Source: an optimization exercise on an open RTL-to-GDS flow (aim: small area). Production flows keep margins and buffers that such runs may drop. Only simulation tests tie the RTL to the original design; equivalence was not proved.

== P ==
==> flow/design.v <==
`timescale 1ns / 1ps
module Clock_Div(
    input clk_in,
    input [3:0] div,
    input rst,
    output reg clk_out,
    output rise,
    output fall
    );
 reg [2:0] count;
 wire clk_next = (div == 4'b0100) ? count[1] :
                 (div == 4'b1000) ? count[2] : count[0];
 always @(posedge clk_in or posedge rst)
  if (rst) begin
   count   <= 3'b0;
   clk_out <= 1'b0;
  end else begin
   count   <= count + 1'b1;
   clk_out <= clk_next;
  end
 assign rise = ~clk_out & clk_next;
 assign fall = clk_out & ~clk_next;
endmodule
`timescale 1ns / 1ps
module SR_Control(
    input [170-1:0] din,
    input clk,
    input clk_div,
    input rise,
    input rst,
    input start,
    output reg din_sr,
    output load_sr,
    output clk_sr
    );
 reg [7:0] c;
 wire idle = ~c[7] & ~c[6];
 wire [255:0] tbl = {3'b0, din, 83'b0};
 wire [3:0] sel = 4'b1 << c[1:0];
 wire [63:0] grp;
 genvar g;
 generate for (g = 0; g < 64; g = g + 1) begin : G
  assign grp[g] = |(tbl[4*g +: 4] & sel);
 end endgenerate
 assign load_sr = (c == 8'd254);
 assign clk_sr = ~rst & (~clk_div | load_sr);
 always @(posedge clk or posedge rst)
  if (rst) begin
   c      <= 8'd0;
   din_sr <= 1'b0;
  end else if (rise) begin
   if (idle) begin
    if (start) c <= 8'd83;
   end else
    c <= c + 1'b1;
   din_sr <= grp[c[7:2]];
  end
endmodule
`timescale 1ns / 1ps
module Recieve_Data(
    input dout_sr,
    input clk,
    input fall,
    input rst,
    input load_sr,
    output [170-1:0] dout
    );
 reg [170-1:0] tmp_n;
 reg [170-1:0] dout_n;
 reg nvalid;
 reg [7:0] r;
 wire idle = ~r[7] & ~r[6];
 wire done = fall & (&r);
 always @(posedge clk or posedge rst)
  if (rst)
   r <= 8'd0;
  else if (fall) begin
   if (idle) begin
    if (load_sr) r <= 8'd85;
   end else
    r <= r + 1'b1;
  end
 always @(posedge clk or posedge rst)
  if (rst)
   nvalid <= 1'b1;
  else if (done)
   nvalid <= 1'b0;
 always @(posedge clk)
  if (fall)
   tmp_n <= {~dout_sr, tmp_n[170-1:1]};
 always @(posedge clk)
  if (done)
   dout_n <= tmp_n;
 assign dout = ~(dout_n | {170{nvalid}});
endmodule
`timescale 1ns / 1ps
module Top_SR(
    input clk_in,
    input rst,
    input [3:0] div,
    input start,
    input [170-1:0] din,
    input dout_sr,
    output clk_sr,
    output din_sr,
    output load_sr,
    output [170-1:0] dout
    );
wire clk_div;
wire rise;
wire fall;
Clock_Div clock_div_0(
        .clk_in(clk_in),
        .div(div),
        .rst(rst),
        .clk_out(clk_div),
        .rise(rise),
        .fall(fall)
        );
SR_Control sr_control_0(
         .din(din),
         .clk(clk_in),
         .clk_div(clk_div),
         .rise(rise),
         .rst(rst),
         .start(start),
         .din_sr(din_sr),
         .load_sr(load_sr),
         .clk_sr(clk_sr)
        );
Recieve_Data recieve_data_0(
        .dout_sr(dout_sr),
        .clk(clk_in),
        .fall(fall),
        .rst(rst),
        .load_sr(load_sr),
        .dout(dout)
        );                         
endmodule
==> flow/config.mk <==
export PLATFORM = sky130hd
export DESIGN_NAME = Top_SR
export DESIGN_NICKNAME = Top_SR
export VERILOG_FILES = /design/flow/design.v
export SDC_FILE = /design/flow/constraint.sdc
export NUM_CORES = 4
export LEC_CHECK = 0
export CAP_MARGIN = 20
export CORE_MARGIN = 2
export CORE_UTILIZATION = 40
export SLEW_MARGIN = 20
export BUFFER_PORTS_ARGS = -buffer_cell sky130_fd_sc_hd__buf_1
export CTS_ARGS = -sink_clustering_enable -repair_clock_nets -dont_use_dummy_load -buf_list sky130_fd_sc_hd__clkbuf_16 -sink_clustering_size 30 -sink_clustering_max_diameter 80
==> flow/constraint.sdc <==
create_clock -name core_clock -period 5.0 [get_ports {clk_in}]
set_input_delay 1.0000 -clock core_clock [delete_from_list [all_inputs] [get_ports {clk_in}]]
set_output_delay 1.0000 -clock core_clock [all_outputs]
set_load 0.01 [all_outputs]
standard.sh (not shown) runs the stock make flow with config.mk's settings and CLKGATE_MAP_FILE= SYNTH_SCRIPT=/design/flow/synth_recipe.tcl, a recipe that flattens the netlist after the stock synthesis.
==> flow/flow/run.sh <==
#!/bin/bash
cat >> "$FLOW_CONFIG" <<'EOC'
export BUFFER_PORTS_ARGS = -buffer_cell sky130_fd_sc_hd__buf_1
export CTS_ARGS = -sink_clustering_enable -repair_clock_nets -dont_use_dummy_load -buf_list sky130_fd_sc_hd__clkbuf_16 -sink_clustering_size 30 -sink_clustering_max_diameter 80
EOC
bash standard.sh > standard.log 2>&1
## Diff of input files: Q against P
--- a/flow/design.v
+++ b/flow/design.v
@@ -69,18 +69,24 @@
  reg [170-1:0] dout_n;
  reg nvalid;
  reg [7:0] r;
  wire idle = ~r[7] & ~r[6];
- wire done = fall & (&r);
+ wire done;
+ wire en = fall & (~idle | load_sr);
+ wire jump = fall & idle & load_sr;
+ wire [7:0] t;
+ assign t[0] = en;
+ genvar i;
+ generate for (i = 1; i < 8; i = i + 1) begin : T
+  assign t[i] = t[i-1] & r[i-1];
+ end endgenerate
+ wire [7:0] set = {1'b0, jump, 1'b0, jump, 1'b0, jump, 2'b0};
+ assign done = t[7] & r[7];
  always @(posedge clk or posedge rst)
   if (rst)
    r <= 8'd0;
-  else if (fall) begin
-   if (idle) begin
-    if (load_sr) r <= 8'd85;
-   end else
-    r <= r + 1'b1;
-  end
+  else
+   r <= r ^ (t | set);
  always @(posedge clk or posedge rst)
   if (rst)
    nvalid <= 1'b1;
   else if (done)
[summary]
- When Q is set beside P, its routed wire length turns out to be 350 um smaller.
- Relative to P, number of signal-net inverters in the final layout increased by 2 in Q.
- Looking at time the worst path needs with I/O delays and setup, Q sits 0.52 ns above P.
- Q gives more met2 layer wire length in the routed design than P did.
- Against P, Q reports a setup slack after layout that is lower.

==> afterwards: timing with drivers on the ports <==
The results above use ideal ports. As a check the final layouts listed here were re-extracted and re-timed, cells and wires unchanged.
Step 1 sets driving cells, clkbuf_16 on the clock port and buf_2 on the other inputs (assumed; they add their load-dependent delay and slew).
Step 2 moves the port delays by t, midway between the first and last clock arrival at a register: inputs arrive t later, outputs are due t later. That takes back most of the time a late clock gives input paths.
Three values: ideal ports, drivers, drivers and shift; two values: the first two.
run | t (ns) | slack for setup (ns) | worst setup path at the end | latest minus earliest clock arrival (ns) | pins driven straight from the clock port
P | 0.522 | 1.555 / 1.509 / 1.638 | input to register | 0.069 / 0.069 | 1
Q | 0.528 | 1.031 / 1.031 / 0.670 | input to register | 0.067 / 0.067 | 1
After both steps every run listed still meets setup and hold. For Q, which loses most, drivers alone change the setup slack by 0.000 ns; drivers and shift together by -0.361 ns.
